This design comes from an exercise in tuning for small area on the open sky130 flow, not from production work. At most, simulation tests tie the RTL to the original design; equivalence was not proved. For run 3, only the layout was checked, not whether the RTL still works. No activity file was given, so power comes from the tool's default toggle rates.

**flow/flow/run.sh**
```bash
#!/bin/bash
# Standard ORFS layout, with the port buffers made as sky130_fd_sc_hd__buf_1.
set -euo pipefail
export BUFFER_PORTS_ARGS="-buffer_cell sky130_fd_sc_hd__buf_1"
bash standard.sh finish "BUFFER_PORTS_ARGS=$BUFFER_PORTS_ARGS" > orfs_make.log 2>&1
```
**flow/standard.sh**
```bash
#!/bin/bash
# synth_recipe.tcl (not shown) runs the flow's synth.tcl, then flattens the netlist and writes it again
# the make line also repeats each setting of config.mk as NAME=value (left out here)
make -C /OpenROAD-flow-scripts/flow DESIGN_CONFIG=/design/flow/config.mk WORK_HOME=/design/flow/orfs CLKGATE_MAP_FILE= SYNTH_SCRIPT=/design/flow/synth_recipe.tcl "${@:-finish}"
```
**flow/config.mk**
```make
export PLATFORM = sky130hd
export DESIGN_NAME = DSP_DATA_SWITCH_v1_0
export DESIGN_NICKNAME = DSP_DATA_SWITCH_v1_0
export VERILOG_FILES = /design/flow/design.v
export SDC_FILE = /design/flow/constraint.sdc
export NUM_CORES = 4
export LEC_CHECK = 0
export CAP_MARGIN = 20
export CORE_MARGIN = 2
export CORE_UTILIZATION = 40
export SLEW_MARGIN = 20
```
**flow/constraint.sdc**
```tcl
create_clock -name core_clock -period 5.0 [get_ports {ACLK}]
set_input_delay 1.0000 -clock core_clock [delete_from_list [all_inputs] [get_ports {ACLK}]]
set_output_delay 1.0000 -clock core_clock [all_outputs]
set_load 0.01 [all_outputs]
```
**flow/design.v**
```verilog
`timescale 1ns / 1ps
module DSP_DATA_SWITCH
#(parameter DATA_WIDTH_IN_BYTES = 4)
(
input   wire ACLK,
input   wire ARESETn,
input   wire   [7:0]                    s_axis_tdata_sel,
input   wire                            s_axis_tvalid_sel,
output  wire                            s_axis_tready_sel,
input  wire [8*DATA_WIDTH_IN_BYTES-1:0] s_axis_tdata_0,
input  wire                             s_axis_tvalid_0,
input  wire                             s_axis_tlast_0,
output wire                             s_axis_tready_0,
input  wire [8*DATA_WIDTH_IN_BYTES-1:0] s_axis_tdata_1,
input  wire                             s_axis_tlast_1,
input  wire                             s_axis_tvalid_1,
output wire                             s_axis_tready_1,
input  wire [8*DATA_WIDTH_IN_BYTES-1:0] s_axis_tdata_2,
input  wire                             s_axis_tvalid_2,
input  wire                             s_axis_tlast_2,
output wire                             s_axis_tready_2 ,
output wire [8*DATA_WIDTH_IN_BYTES-1:0] m_axis_tdata ,
output wire                             m_axis_tvalid,
output wire                             m_axis_tlast,
input  wire                             m_axis_tready,
output reg RDY
    );
localparam W = 8*DATA_WIDTH_IN_BYTES;
wire [1:0] sel_code = (|s_axis_tdata_sel[7:2]) ? 2'd3 : s_axis_tdata_sel[1:0];
reg  [1:0] select;
reg  [1:0] select_reg;
reg        state_sel;
reg        s_axis_tvalid_sel_int;
reg        s_axis_tready_sel_int;
reg        allow_state_selection;
reg  [1:0] state_f;           
reg        m_axis_tready_reg;
reg        s_axis_tvalid_0_reg, s_axis_tvalid_1_reg, s_axis_tvalid_2_reg;
reg        m_axis_tready_0_int, m_axis_tready_1_int, m_axis_tready_2_int;
reg        m_axis_tvalid_int;
reg        m_axis_tlast_int;
reg  [W-1:0] m_axis_tdata_int;
reg  [W-1:0] m_axis_tdata_reg;
reg          m_axis_tlast_reg;
reg  [W-1:0] temp_m_axis_tdata_reg;
reg          temp_m_axis_tlast_reg;
reg          temp_loaded;     
assign m_axis_tvalid     = m_axis_tvalid_int;
assign s_axis_tready_0   = m_axis_tready_0_int;
assign s_axis_tready_1   = m_axis_tready_1_int;
assign s_axis_tready_2   = m_axis_tready_2_int;
assign m_axis_tdata      = m_axis_tdata_reg;
assign m_axis_tlast      = m_axis_tlast_reg;
assign s_axis_tready_sel = s_axis_tready_sel_int;
wire sel_ok  = (select != 2'd3);
wire sel0    = (select == 2'd0);
wire sel1    = (select == 2'd1);
wire sel2    = (select == 2'd2);
wire any_last = s_axis_tlast_0 | s_axis_tlast_1 | s_axis_tlast_2;
always @(posedge ACLK) begin
    if (!ARESETn) begin
        RDY                   <= 1'b1;
        state_sel             <= 1'b0;
        s_axis_tvalid_sel_int <= 1'b0;
        s_axis_tready_sel_int <= 1'b0;
        allow_state_selection <= 1'b0;
        select_reg            <= 2'd0;
        select                <= 2'd0;
    end else begin
        RDY                   <= sel_ok;
        state_sel             <= sel_ok & (state_sel ? !m_axis_tlast_int : s_axis_tvalid_sel_int);
        s_axis_tvalid_sel_int <= s_axis_tvalid_sel;
        s_axis_tready_sel_int <= !state_sel;
        allow_state_selection <= state_sel;
        if (state_sel) begin
            select_reg <= sel_code;
            if (any_last) select <= select_reg;
        end else if (!sel_ok) begin
            select <= sel_code;
        end
    end
end
wire       st_w  = (state_f == 2'd0);
wire       st_0  = (state_f == 2'd1);
wire       st_1  = (state_f == 2'd2);
wire       st_2  = (state_f == 2'd3);
wire       x_rdy   = st_0 & m_axis_tready_0_int | st_1 & m_axis_tready_1_int | st_2 & m_axis_tready_2_int;
wire       x_vreg  = st_0 & s_axis_tvalid_0_reg | st_1 & s_axis_tvalid_1_reg | st_2 & s_axis_tvalid_2_reg;
wire       x_valid = st_0 & s_axis_tvalid_0     | st_1 & s_axis_tvalid_1     | st_2 & s_axis_tvalid_2;
wire       x_last  = st_0 & s_axis_tlast_0      | st_1 & s_axis_tlast_1      | st_2 & s_axis_tlast_2;
wire       s_valid = sel0 & s_axis_tvalid_0 | sel1 & s_axis_tvalid_1 | sel2 & s_axis_tvalid_2;
wire       s_vreg  = sel0 & s_axis_tvalid_0_reg | sel1 & s_axis_tvalid_1_reg | sel2 & s_axis_tvalid_2_reg;
wire       s_rdy   = sel0 & m_axis_tready_0_int | sel1 & m_axis_tready_1_int | sel2 & m_axis_tready_2_int;
wire       s_last  = sel0 & s_axis_tlast_0 | sel1 & s_axis_tlast_1 | sel2 & s_axis_tlast_2;
wire       rdy_next = !(m_axis_tlast_int | (s_rdy & !m_axis_tready & s_vreg)) & m_axis_tready_reg;
wire       start = m_axis_tready & allow_state_selection &
                   (sel0 & s_axis_tvalid_0 | sel1 & s_axis_tvalid_1_reg | sel2 & s_axis_tvalid_2_reg);
wire       load_out  = !st_w & x_rdy & (m_axis_tready | !x_vreg);
wire       load_temp = !st_w & x_rdy & !(m_axis_tready | !x_vreg);
wire       load_skid = !st_w & !x_rdy & m_axis_tready;
always @(posedge ACLK) begin
    if (!ARESETn) begin
        state_f             <= 2'd0;
        m_axis_tready_reg   <= 1'b0;
        s_axis_tvalid_0_reg <= 1'b0;
        s_axis_tvalid_1_reg <= 1'b0;
        s_axis_tvalid_2_reg <= 1'b0;
        m_axis_tready_0_int <= 1'b0;
        m_axis_tready_1_int <= 1'b0;
        m_axis_tready_2_int <= 1'b0;
        m_axis_tvalid_int   <= 1'b0;
        m_axis_tlast_int    <= 1'b0;
        m_axis_tdata_reg    <= {W{1'b0}};
        m_axis_tlast_reg    <= 1'b0;
        temp_loaded         <= 1'b0;
    end else begin
        if (st_w) begin
            if (start) state_f <= select + 2'd1;
        end else if (m_axis_tlast_int) begin
            state_f <= 2'd0;
        end
        m_axis_tready_reg   <= m_axis_tready;
        s_axis_tvalid_0_reg <= s_axis_tvalid_0;
        s_axis_tvalid_1_reg <= s_axis_tvalid_1;
        s_axis_tvalid_2_reg <= s_axis_tvalid_2;
        m_axis_tready_0_int <= sel0 & rdy_next;
        m_axis_tready_1_int <= sel1 & rdy_next;
        m_axis_tready_2_int <= sel2 & rdy_next;
        if (st_w)        m_axis_tlast_int <= 1'b0;
        else if (sel_ok) m_axis_tlast_int <= s_last;
        if (st_w)
            m_axis_tvalid_int <= s_valid;
        else if (x_rdy)
            m_axis_tvalid_int <= RDY & (m_axis_tready | !x_vreg ? x_valid : x_vreg);
        else if (m_axis_tready)
            m_axis_tvalid_int <= x_last ? x_valid : RDY & x_vreg;
        if (load_out) begin
            m_axis_tdata_reg <= m_axis_tdata_int;
            m_axis_tlast_reg <= m_axis_tlast_int;
        end else if (load_skid) begin
            m_axis_tdata_reg <= temp_loaded ? temp_m_axis_tdata_reg : {W{1'b0}};
            m_axis_tlast_reg <= temp_loaded & temp_m_axis_tlast_reg;
        end
        if (load_temp) temp_loaded <= 1'b1;
    end
end
always @(posedge ACLK) begin
    m_axis_tdata_int <= sel1 ? s_axis_tdata_1 : sel2 ? s_axis_tdata_2 : s_axis_tdata_0;
    if (load_temp) begin
        temp_m_axis_tdata_reg <= m_axis_tdata_int;
        temp_m_axis_tlast_reg <= m_axis_tlast_int;
    end
end
endmodule
`timescale 1 ns / 1 ps
	module DSP_DATA_SWITCH_v1_0 #
	(
    parameter integer DATA_WIDTH_IN_BYTES	= 4
	)
	(
        output wire  RDY,
        input  wire  ACLK,
        input  wire  ARESETn,
		output wire  s00_axis_tready,
		input wire [8*DATA_WIDTH_IN_BYTES-1 : 0] s00_axis_tdata,
		input wire  s00_axis_tlast,
		input wire  s00_axis_tvalid,
		output wire  s01_axis_tready,
		input wire [8*DATA_WIDTH_IN_BYTES-1 : 0] s01_axis_tdata,
		input wire  s01_axis_tlast,
		input wire  s01_axis_tvalid,
		output wire  s02_axis_tready,
		input wire [8*DATA_WIDTH_IN_BYTES-1 : 0] s02_axis_tdata,
		input wire  s02_axis_tlast,
		input wire  s02_axis_tvalid,
		output wire  s03_sel_axis_tready,
		input wire [7:0] s03_sel_axis_tdata,
		input wire  s03_sel_axis_tvalid,
		output wire  m00_axis_tvalid,
		output wire [8*DATA_WIDTH_IN_BYTES-1 : 0] m00_axis_tdata,
		output wire  m00_axis_tlast,
		input wire  m00_axis_tready
	);
	DSP_DATA_SWITCH 
	#(
	.DATA_WIDTH_IN_BYTES(DATA_WIDTH_IN_BYTES)
	)
	DSP_DATA_SWITCH
	(	
	.s_axis_tdata_sel (s03_sel_axis_tdata ), 
	.s_axis_tvalid_sel(s03_sel_axis_tvalid),
	.s_axis_tready_sel(s03_sel_axis_tready),
	.s_axis_tdata_0 (s00_axis_tdata),
	.s_axis_tvalid_0(s00_axis_tvalid),
	.s_axis_tready_0(s00_axis_tready),
	.s_axis_tlast_0 (s00_axis_tlast),
	.s_axis_tdata_1 (s01_axis_tdata ),
	.s_axis_tvalid_1(s01_axis_tvalid),
	.s_axis_tready_1(s01_axis_tready),
	.s_axis_tlast_1 (s01_axis_tlast ),
	.s_axis_tdata_2 (s02_axis_tdata ),
	.s_axis_tvalid_2(s02_axis_tvalid),
	.s_axis_tready_2(s02_axis_tready),
	.s_axis_tlast_2 (s02_axis_tlast ),
	.m_axis_tdata  (m00_axis_tdata ),
	.m_axis_tvalid (m00_axis_tvalid),
	.m_axis_tready (m00_axis_tready),
    .m_axis_tlast  (m00_axis_tlast ),
    .RDY(RDY),
    .ACLK(ACLK),
    .ARESETn(ARESETn)
	);
	endmodule
```
==> flow_summary.json, run 1 <==
{
  "power_leakage_uw": 0.002499,
  "synth_top_area_frac": 0.3418,
  "clk_pin_slew_worst_paths_ps": 50,
  "grt_pass1_vias": 3753,
  "crit_type": "in2reg",
  "io_pins": 153,
  "die_h_um": 116.2,
  "crit_chain": "clkbuf_2, buf_4, inv_1, a21oi_1, o22ai_4, a21oi_4, o211a_1",
  "htreeDepth": 4,
  "cp-start-kind": "input pin",
  "worst_path_max_delay_cell": "a21oi_4",
  "start_util": 0.4142,
  "cts_hold_buf": 0,
  "cts.repair.resized": 0,
  "ir_drop_mv": 0.2020,
  "yosysTopAreaCell": "dfxtp_1",
  "hold_class": "reg2reg",
  "min_period_ps": 3088,
  "netlist_area_um2": 5037,
  "cts_tree": "yes",
  "syn_inst": 489,
  "relSlewSlack": 0.3083,
  "dieWidth_um": 116.2,
  "drc_errors": 0,
  "finClkSkew_ps": 5.328,
  "r2r-start": "DSP_DATA_SWITCH.state_f[1]",
  "placed_cells": 771,
  "yosys_warnings": 1,
  "via_count": 4071,
  "num_antenna_cells": 0,
  "finalInstanceArea_um2": 6340,
  "rows": 40,
  "dieArea_um2": 13510,
  "fin_crit_sh": 0.6177,
  "avgSynthCellArea_um2": 10.30,
  "area.growth.synth_to_final_pct": 25.86,
  "grt_antenna_before_repair": 0,
  "r2r.worst_path.cells": 5,
  "root_buffer": "clkbuf_16",
  "setup_viol": 0,
  "cp.arrival_ps": 3440,
  "synth_area_leaders": "dfxtp_1 34%, edfxtp_1 20%, mux2i_1 6.8%, o211a_1 6.6%, nand2_1 6.0%",
  "core_area_um2": 12160,
  "portBuffers": 152,
  "holdPathStages": 0,
  "place_area_um2": 5700,
  "postRouteAntennaNets": 0,
  "gp_congestion": 0.8728,
  "cap_violations": 0,
  "synthArstFlopShare": 0,
  "outcome": "finished clean",
  "wl_mm": 11.76,
  "hold_start": "DSP_DATA_SWITCH.m_axis_tdata_int[9]",
  "clk_path_buf_depth": 2,
  "grt_pass1_wl_mm": 18.59,
  "synth.net_count": 607,
  "synth-edff-count": 33,
  "yosysUniqueCellTypes": 38,
  "via_per_inst": 5.070,
  "fin_total_pwr_uw": 2549,
  "drt_iter0_markers": 236,
  "drive_above_1_share": 0.06772,
  "end_kind": "flop",
  "finalNonFillerCells": 803,
  "dr.pass1.iters": 4,
  "seq_area_frac_synth": 0.5385,
  "cts_num_sinks": 119,
  "crit_fanout": 43,
  "maxSlewViolCount": 0,
  "critPathMaxStageDelay_ps": 820,
  "grtUsageTotal": 0.1800,
  "dp_hpwl_mm": 7.694,
  "fin_nets": 740,
  "final_core_util": 0.5213,
  "critPathRequiredTime_ps": 5350,
  "post-cts-setup-buffers": 0,
  "clk_latency_ps": 410,
  "p_per_area_nw_per_um2": 402.1,
  "fmax_ghz": 0.3238,
  "grt_max_degree": 70,
  "overflow": 0,
  "setup_tns_ps": 0,
  "rsz0062_at_grt": "no",
  "worst_slew_pin_slew_ps": 1038,
  "synth_seq_cells": 119,
  "critPathLaunch": "m00_axis_tready",
  "hold_violations": 0,
  "routedWlPerCell_um": 14.65,
  "synthFlopType": "dfxtp_1",
  "cts_buffers": 17
}
==> cells in the final DEF (no fill, tap or decap), types with 3 or more instances in the layout <==
cell type	synthesis	routed
mux2i_1	34	34
a211oi_1	4	4
o21ai_0	41	41
and2_1	10	10
clkbuf_1	31	4
buf_4	0	3
nor3_1	4	3
a211o_1	33	33
o211a_1	33	33
nand2_1	81	81
a22oi_1	4	4
a21oi_1	40	40
bufinv_16	0	3
buf_1	0	150
dfxtp_1	86	85
nand3_1	4	4
edfxtp_1	33	33
nor2_1	4	4
inv_1	7	7
clkbuf_16	0	19
clkinv_2	0	3
==> cell usage after synthesis (7+ instances only) <==
cell      count
mux2i_1      34
inv_1         7
and2_1       10
buf_2         8
edfxtp_1     33
a211o_1      33
nand2_1      81
o211a_1      33
a21oi_1      40
dfxtp_1      86
clkbuf_1     31
o21ai_0      41
==> through the flow <==
step	hold slack [ps]	worst slack (ps)
2_1_floorplan	409.5	814.6
3_3_place_gp	424.1	1596
3_5_place_dp	418.8	1522
4_1_cts	430.9	1879
5_1_grt	448.0	1712
6_report	432.4	1912
==> power breakdown <==
group | internal, µW | switching, µW
clock | 867 | 403
combinational | 82.3 | 103
sequential | 1060 | 37.5
==> layer usage <==
layer	up-vias	routed length, µm	track usage
met5	-	0	0
met4	0	161	0.07540
met3	13	810	0.05553
met2	145	5469	0.2853
met1	1856	5321	0.2287
li1	2057	-	-
==> cells by family after synthesis <==
family / after synthesis / synth area share
mux: 36 / 0.07278
fa+ha+maj: 4 / 0.009936
flops: 119 / 0.5385
compound gates: 167 / 0.2370
buf+inv: 49 / 0.04297
simple gates: 114 / 0.09886
==> area by class of cell <==
class	count	area, µm²
fill	1147	5822
sequential	119	2714
multi-input combinational	321	2145
timing repair buffer	156	615.6
clock buffer	25	518.0
tap	168	210.2
clock inverter	7	111.4
inverter	7	26.28
==> path summary, 6_finish.rpt <==
path,end,slack [ps]
worst max-delay path,DSP_DATA_SWITCH.m_axis_tdata_reg[28],1910
worst min-delay path,DSP_DATA_SWITCH.temp_m_axis_tdata_reg[9],430
worst max register to register,DSP_DATA_SWITCH.m_axis_tdata_reg[28],2520
worst min register to register,DSP_DATA_SWITCH.temp_m_axis_tdata_reg[9],430
==> critical path: cells and delay by family <==
kind	cells	cell delay, ps
AOI/OAI and AO/OA	4	1680
buffers and inverters	3	720
==> run 2: changes to the inputs <==
==> flow/run.sh (new file) <==
#!/bin/bash
# synth_recipe.tcl (not shown) runs the flow's synth.tcl, then flattens the netlist and writes it again
# the make line also repeats each setting of config.mk as NAME=value (left out here)
make -C /OpenROAD-flow-scripts/flow DESIGN_CONFIG=/design/flow/config.mk WORK_HOME=/design/flow/orfs CLKGATE_MAP_FILE= SYNTH_SCRIPT=/design/flow/synth_recipe.tcl finish
removed: flow/flow/run.sh
removed: flow/standard.sh
==> run 2 against run 1 <==
Compared with the run above:
- global-route usage grew 0.67 points
- non-clock buffer count stayed put
- largest cell class unchanged
- sequential share of layout area decreased by 5.2 points
- utilization up 7.2 points
- combinational power up 35%
- sequential power hardly changed
- still clean
- highest routed layer unchanged
==> flow_summary.json, run 2 <==
{
  "outcome": "finished clean",
  "critPathRequiredTime_ps": 5340,
  "rr_endpoint": "DSP_DATA_SWITCH.m_axis_tdata_reg[24]",
  "power_leakage_uw": 0.002848,
  "r2r.worst_path.cells": 5,
  "finClkSkew_ps": 7.184,
  "fin_nets": 740,
  "dr.pass1.iters": 4,
  "core_area_um2": 12160,
  "gp_congestion": 0.8123,
  "synth_area_leaders": "dfxtp_1 34%, edfxtp_1 20%, mux2i_1 6.8%, o211a_1 6.6%, nand2_1 6.0%",
  "cp-start-kind": "input pin",
  "cts_tree": "yes",
  "clk_latency_ps": 400,
  "drc_errors": 0,
  "yosys_warnings": 1,
  "grt_pass1_wl_mm": 19.64,
  "layout_common_cells": "150 x clkdlybuf4s50_1, 85 x dfxtp_1, 81 x nand2_1, 41 x o21ai_0, 40 x a21oi_1",
  "clk_path_buf_depth": 2,
  "maxSlewViolCount": 0,
  "yosys.cell_count.top_type": "dfxtp_1",
  "reg2reg_slack_ps": 2460,
  "grtUsageTotal": 0.1866,
  "routedWlPerCell_um": 15.51,
  "p_per_area_nw_per_um2": 349.2,
  "syn_inst": 489,
  "worst_slack_ps": 1862,
  "crit_type": "in2reg",
  "seq_area_frac_synth": 0.5385,
  "grt_antenna_before_repair": 0,
  "drive_above_1_share": 0.07087,
  "setup_tns_ps": 0,
  "grt_pass1_vias": 4000,
  "yosysUniqueCellTypes": 38,
  "hold_violations": 0,
  "fmax_ghz": 0.3187,
  "num_antenna_cells": 0,
  "synth_seq_cells": 119,
  "crit_fanout": 43,
  "area.growth.synth_to_final_pct": 43.29,
  "r2r-start": "DSP_DATA_SWITCH.state_f[1]",
  "cts_hold_buf": 0,
  "final_common_cell": "clkdlybuf4s50_1",
  "whs_endpoint": "DSP_DATA_SWITCH.temp_m_axis_tdata_reg[31]",
  "yosysTopAreaCell": "dfxtp_1",
  "fin_crit_sh": 0.6276,
  "place_area_um2": 6634,
  "die_h_um": 116.2,
  "dp_slack_ps": 1431,
  "htreeDepth": 4,
  "worst_slew_pin_slew_ps": 1062,
  "cts.repair.resized": 0,
  "relSlewSlack": 0.2918,
  "synthFlopType": "dfxtp_1",
  "netlist_area_um2": 5037,
  "drt_iter0_markers": 290,
  "wl_mm": 12.46,
  "fin_total_pwr_uw": 2520,
  "synth-edff-count": 33,
  "cts_buffers": 17,
  "start_util": 0.4142,
  "setup_viol": 0,
  "root_buffer": "clkbuf_16",
  "cap_violations": 0,
  "via_count": 4121,
  "postRouteAntennaNets": 0,
  "avgSynthCellArea_um2": 10.30,
  "synth_commonest_cells": "86 x dfxtp_1, 81 x nand2_1, 41 x o21ai_0",
  "end_kind": "flop",
  "rsz0062_at_grt": "no",
  "hold_start": "DSP_DATA_SWITCH.m_axis_tdata_int[31]",
  "grt_max_degree": 69,
  "final_core_util": 0.5935,
  "holdPathStages": 0,
  "cp.arrival_ps": 3480,
  "ir_drop_mv": 0.2705,
  "synth.net_count": 607,
  "dp_hpwl_mm": 8.030,
  "synthArstFlopShare": 0,
  "portBuffers": 152,
  "rows": 40,
  "hold_class": "reg2reg",
  "dieWidth_um": 116.2,
  "via_per_inst": 5.132,
  "clk_pin_slew_worst_paths_ps": 50,
  "dieArea_um2": 13510,
  "finalInstanceArea_um2": 7218,
  "io_pins": 153,
  "post-cts-setup-buffers": 0,
  "overflow": 0,
  "synth_top_area_frac": 0.3418,
  "cts_num_sinks": 119,
  "min_period_ps": 3138
}
[run 2: metal layers]
metal | track usage | up-vias | part of all wire
met5 | 0 | - | 0
met4 | 0.06587 | 0 | 0.014
met3 | 0.05086 | 17 | 0.071
met2 | 0.3112 | 150 | 0.47
met1 | 0.2335 | 1887 | 0.44
li1 | - | 2067 | -
[run 2: cell type report]
type / count / area (µm²)
Timing Repair Buffer: 156 / 1541
Tap cell: 168 / 210.2
Sequential cell: 119 / 2714
Inverter: 7 / 26.28
Clock inverter: 11 / 123.9
Clock buffer: 21 / 460.4
Multi-Input combinational cell: 321 / 2142
Fill cell: 1078 / 4943
[run 2: logic make-up after synthesis]
logic type | after synthesis | share of synthesized area
AOI/OAI and AO/OA | 167 | 0.2370
DFF | 119 | 0.5385
and+or+nand+nor | 114 | 0.09886
buffers and inverters | 49 | 0.04297
muxes | 36 | 0.07278
adders and majority gates | 4 | 0.009936
[run 2: worst max-delay path, stage by stage]
cell     delay, ps
buf_2           80
buf_4          420
inv_1          230
a21oi_1        290
o22ai_4        330
a21oi_4        860
o211a_1        230
[run 2: worst max-delay path by stage]
| stage | startpoint | to | slack, ps |
|---|---|---|---|
| 6_report | m00_axis_tready | DSP_DATA_SWITCH.m_axis_tdata_reg[24] | 1860 |
| 5_1_grt | m00_axis_tready | DSP_DATA_SWITCH.m_axis_tdata_reg[4] | 1630 |
| 4_1_cts | m00_axis_tready | DSP_DATA_SWITCH.m_axis_tdata_reg[17] | 1860 |
| 3_5_place_dp | m00_axis_tready | DSP_DATA_SWITCH.m_axis_tdata_reg[17] | 1430 |
| 3_3_place_gp | m00_axis_tready | DSP_DATA_SWITCH.m_axis_tdata_reg[19] | 1500 |
| 2_1_floorplan | m00_axis_tready | DSP_DATA_SWITCH.temp_m_axis_tdata_reg[0] | 810 |
[run 2: power breakdown]
group	total [µW]	switching, µW	internal [µW]
Sequential	1090	32.7	1060
Combinational	252	106	146
Clock	1180	422	758
[run 2: per-stage QoR]
step / std cells / hold slack, ps
after global routing: 803 / 440.5
after detailed placement: 771 / 417.8
after CTS: 803 / 430.9
after floorplan: 489 / 409.5
after global placement: 771 / 414.3
final: 803 / 430.1
==> run 3: changes to the inputs <==
--- a/flow/design.v
+++ b/flow/design.v
@@ -111,6 +111,4 @@
         m_axis_tvalid_int   <= 1'b0;
         m_axis_tlast_int    <= 1'b0;
-        m_axis_tdata_reg    <= {W{1'b0}};
-        m_axis_tlast_reg    <= 1'b0;
         temp_loaded         <= 1'b0;
     end else begin
@@ -135,16 +133,16 @@
         else if (m_axis_tready)
             m_axis_tvalid_int <= x_last ? x_valid : RDY & x_vreg;
-        if (load_out) begin
-            m_axis_tdata_reg <= m_axis_tdata_int;
-            m_axis_tlast_reg <= m_axis_tlast_int;
-        end else if (load_skid) begin
-            m_axis_tdata_reg <= temp_loaded ? temp_m_axis_tdata_reg : {W{1'b0}};
-            m_axis_tlast_reg <= temp_loaded & temp_m_axis_tlast_reg;
-        end
         if (load_temp) temp_loaded <= 1'b1;
     end
 end
-always @(posedge ACLK) begin
-    m_axis_tdata_int <= sel1 ? s_axis_tdata_1 : sel2 ? s_axis_tdata_2 : s_axis_tdata_0;
+wire c_a = ARESETn & load_out;
+wire c_b = ARESETn & load_skid & temp_loaded;
+wire c_h = ARESETn & !load_out & !load_skid;
+always @(posedge ACLK) begin
+    m_axis_tdata_reg <= {W{c_a}} & m_axis_tdata_int | {W{c_b}} & temp_m_axis_tdata_reg | {W{c_h}} & m_axis_tdata_reg;
+    m_axis_tlast_reg <= c_a & m_axis_tlast_int | c_b & temp_m_axis_tlast_reg | c_h & m_axis_tlast_reg;
+end
+always @(posedge ACLK) begin
+    m_axis_tdata_int <= {W{sel0}} & s_axis_tdata_0 | {W{sel1}} & s_axis_tdata_1 | {W{sel2}} & s_axis_tdata_2;
     if (load_temp) begin
         temp_m_axis_tdata_reg <= m_axis_tdata_int;
==> flow/flow/run.sh (new file) <==
#!/bin/bash
# Standard ORFS layout with: port buffers made as sky130_fd_sc_hd__buf_1, and a clock tree
# of small clock buffers without dummy loads.
set -euo pipefail
BP="-buffer_cell sky130_fd_sc_hd__buf_1"
CA="-sink_clustering_enable -repair_clock_nets -dont_use_dummy_load -buf_list sky130_fd_sc_hd__clkbuf_4 -root_buf sky130_fd_sc_hd__clkbuf_4"
export BUFFER_PORTS_ARGS="$BP" CTS_ARGS="$CA"
bash standard.sh finish "BUFFER_PORTS_ARGS=$BP" "CTS_ARGS=$CA" > orfs_make.log 2>&1
==> flow/standard.sh (new file) <==
#!/bin/bash
# synth_recipe.tcl (not shown) runs the flow's synth.tcl, then flattens the netlist and writes it again
# the make line also repeats each setting of config.mk as NAME=value (left out here)
make -C /OpenROAD-flow-scripts/flow DESIGN_CONFIG=/design/flow/config.mk WORK_HOME=/design/flow/orfs CLKGATE_MAP_FILE= SYNTH_SCRIPT=/design/flow/synth_recipe.tcl "${@:-finish}"
removed: flow/run.sh
==> run 3 against run 2 <==
Compared with the run above:
- still clean on timing, DRC and antenna
- critical endpoint is now DSP_DATA_SWITCH.m_axis_tdata_reg[30]
- combinational power is 35% lower
- setup slack better by 620 ps
- largest power group is now registers
- critical path type unchanged
- hold slack worse by 8.8 ps
- highest routed layer unchanged
==> flow_summary.json, run 3 <==
{
  "outcome": "finished clean",
  "power_frac_clock": 0.256,
  "synth_area_leaders": "dfxtp_1 39%, edfxtp_1 23%, a222oi_1 15%, inv_1 6.4%, nand2_1 1.5%",
  "final_common_cell": "buf_1",
  "yosys_warnings": 1,
  "hold_violations": 0,
  "synth_seq_cells": 119,
  "synth_commonest_cells": "86 x dfxtp_1, 74 x inv_1, 67 x a222oi_1",
  "postRouteAntennaNets": 0,
  "dr.pass1.iters": 6,
  "power_leakage_uw": 0.002216,
  "clk_latency_ps": 480,
  "synth_simple_gate_area_share": 0.05409,
  "p_switching_uw": 396.6,
  "post-cts-setup-buffers": 0,
  "io_pins": 153,
  "setup_viol": 0,
  "cp.depth": 5,
  "crit_chain": "buf_1, nand2_1, a21oi_4, a222oi_1, inv_1",
  "clk_pin_slew_worst_paths_ps": 90,
  "p_per_area_nw_per_um2": 324.9,
  "cap_violations": 0,
  "finalNonFillerCells": 658,
  "yosysTopAreaCell": "dfxtp_1",
  "portBuffers": 152,
  "dieArea_um2": 11780,
  "crit_type": "in2reg",
  "via_per_inst": 5.254,
  "critPathRequiredTime_ps": 5390,
  "ir_drop_mv": 0.1091,
  "start_util": 0.4068,
  "gp_congestion": 0.7795,
  "critPathMaxStageDelay_ps": 800,
  "cp.arrival_ps": 2900,
  "power_frac_comb": 0.097,
  "yosysUniqueCellTypes": 38,
  "rows": 38,
  "synth_top_family_by_area": "compound AO/OA/AOI/OAI gates",
  "reg2reg_slack_ps": 2620,
  "placed_cells": 640,
  "cts_num_sinks": 119,
  "synthArstFlopShare": 0,
  "rr_endpoint": "DSP_DATA_SWITCH.m_axis_tdata_reg[30]",
  "finClkSkew_ps": 46.69,
  "cts_hold_buf": 0,
  "rsz0062_at_grt": "no",
  "grt_pass1_vias": 3314,
  "fin_crit_sh": 0.5032,
  "hold_start": "DSP_DATA_SWITCH.m_axis_tdata_int[1]",
  "clk_path_buf_depth": 2,
  "synth_compound_gate_area_share": 0.2066,
  "drive_above_1_share": 0.05609,
  "htreeDepth": 4,
  "internal_power_uw": 1275,
  "sequentialPowerShare": 0.646,
  "holdPathStages": 0,
  "worst_path_max_delay_cell": "a21oi_4",
  "end_kind": "flop",
  "setup_tns_ps": 0,
  "via_count": 3457,
  "layout_common_cells": "152 x buf_1, 86 x dfxtp_1, 74 x inv_1, 67 x a222oi_1, 33 x edfxtp_1",
  "cts_buffers": 17,
  "cts_tree": "yes",
  "die_h_um": 108.5,
  "whs_endpoint": "DSP_DATA_SWITCH.temp_m_axis_tdata_reg[1]",
  "swShare": 0.2372,
  "synthFlopType": "dfxtp_1",
  "syn_inst": 370,
  "synth-adder-area-share": 0.01145,
  "seq_area_frac_synth": 0.6205,
  "dieWidth_um": 108.5,
  "synth_top_area_frac": 0.3938,
  "grt_max_degree": 35,
  "drc_errors": 0,
  "worst_slew_pin_slew_ps": 999.3,
  "synthMuxAreaShare": 0.01259,
  "synth_xor_area_frac": 0,
  "maxSlewViolCount": 0,
  "avgSynthCellArea_um2": 11.82,
  "yosys.cell_count.top_type": "dfxtp_1",
  "overflow": 0,
  "hold_class": "reg2reg",
  "crit_fanout": 33,
  "fmax_ghz": 0.3974,
  "grt_pass1_wl_mm": 16.16,
  "fin_nets": 637,
  "dp_hpwl_mm": 6.977,
  "wl_mm": 10.32,
  "min_period_ps": 2516,
  "grt_antenna_before_repair": 1,
  "relSlewSlack": 0.3323,
  "netlist_area_um2": 4372,
  "drt_iter0_markers": 345,
  "r2r-start": "DSP_DATA_SWITCH.state_f[0]",
  "synth.net_count": 488,
  "synth-edff-count": 33,
  "routedWlPerCell_um": 15.68,
  "cp_top_family": "compound AO/OA/AOI/OAI gates",
  "core_area_um2": 10750,
  "cp-start-kind": "input pin",
  "r2r.worst_path.cells": 5,
  "grtUsageTotal": 0.1810,
  "area.growth.synth_to_final_pct": 17.69,
  "cts.repair.resized": 0,
  "root_buffer": "clkbuf_4",
  "cp_num_buf_inv": 2
}
run 3: cell types whose count changed after synthesis, sizes merged, moves of 32 or more:
cell and change:
a21oi -39, o21ai -35, inv +67, nand2 -63, a222oi +65, o211a -32
run 3: cells by family after synthesis:
kind of cell / Yosys count
flops: 119
buf+inv: 100
compound gates: 95
simple gates: 47
mux: 5
fa+ha+maj: 4
run 3: area by class of cell:
class / instances / area, µm²
Fill cell: 1044 / 5600
Clock buffer: 17 / 127.6
Multi-Input combinational cell: 151 / 1249
Tap cell: 140 / 175.2
Inverter: 74 / 277.8
Sequential cell: 119 / 2713
Antenna cell: 1 / 2.502
Timing Repair Buffer: 156 / 600.6
run 3: worst max path at each step:
stage                               start                                        to  slack (ps)
final                             ARESETn      DSP_DATA_SWITCH.m_axis_tdata_reg[30]        2480
after global routing              ARESETn          DSP_DATA_SWITCH.m_axis_tlast_reg        2330
after CTS                         ARESETn      DSP_DATA_SWITCH.m_axis_tdata_reg[28]        2540
after detailed placement          ARESETn      DSP_DATA_SWITCH.m_axis_tdata_reg[12]        2040
after global placement            ARESETn      DSP_DATA_SWITCH.m_axis_tdata_reg[21]        2120
after floorplan           m00_axis_tready  DSP_DATA_SWITCH.temp_m_axis_tdata_reg[0]        2640
run 3: stage by stage:
step	instance area (µm²)	hold WS, ps	power (µW)	util	worst slack (ps)
floorplan	4372	408.4	1192	-	2644
global placement	5015	416.7	1260	0.4667	2121
detailed placement	5015	418.6	1267	0.4667	2045
CTS	5142	420.8	1699	0.4786	2539
global route	5145	433.1	1765	0.4788	2325
finish	5145	421.3	1672	0.4788	2484
run 3: power by group through the flow:
stage	combinational [µW]	clock [µW]	sequential (µW)
after global placement	160	0	1100
after CTS	165	453	1080
after floorplan	101	0	1090
after detailed placement	164	0	1100
after global routing	186	492	1090
final	163	429	1080
run 3: worst reg2reg max path, cell delays in order, from the launching register on:
cell and delay [ps]:
dfxtp_1 590, mux2i_1 370, o2bb2ai_2 160, a21oi_4 810, a222oi_1 290, inv_1 90
run 3: layer usage:
layer / GRT usage / part of all wire / vias up
met5: 0 / 0 / -
met4: 0.06044 / 0.0065 / 0
met3: 0.05546 / 0.072 / 5
met2: 0.3085 / 0.49 / 140
met1: 0.2175 / 0.43 / 1635
li1: - / - / 1677

==> what the ideal ports hide <==
How much do the figures lean on ideal ports? The routed layouts below were timed once more, with nothing changed but the port constraints. Step 1 assumes that a clkbuf_16 drives the clock port and a buf_2 every other input. Step 2 times the ports against the registers' clock, not the clock port: input delays grow and output delays shrink by t, the midpoint of the rising clock arrivals with the driver on. Three values: no drivers, after step 1, after step 2; two values: the first two.
| run | t (ns) | setup slack, ns | worst setup path after step 2 | clock arrival spread, ns | slew at the worst register clock pin (ns) |
|---|---|---|---|---|---|
| run 1 | 0.445 | 1.912 / 1.916 / 1.471 | input to register | 0.006 / 0.006 | 0.05 / 0.05 |
| run 2 | 0.437 | 1.862 / 1.874 / 1.437 | input to register | 0.008 / 0.008 | 0.06 / 0.06 |
| run 3 | 0.485 | 2.484 / 2.486 / 2.001 | input to register | 0.047 / 0.046 | 0.11 / 0.11 |
After both steps setup and hold are still met in every run listed. For run 3, which loses most, drivers alone change the setup slack by +0.002 ns; drivers and shift together by -0.483 ns.
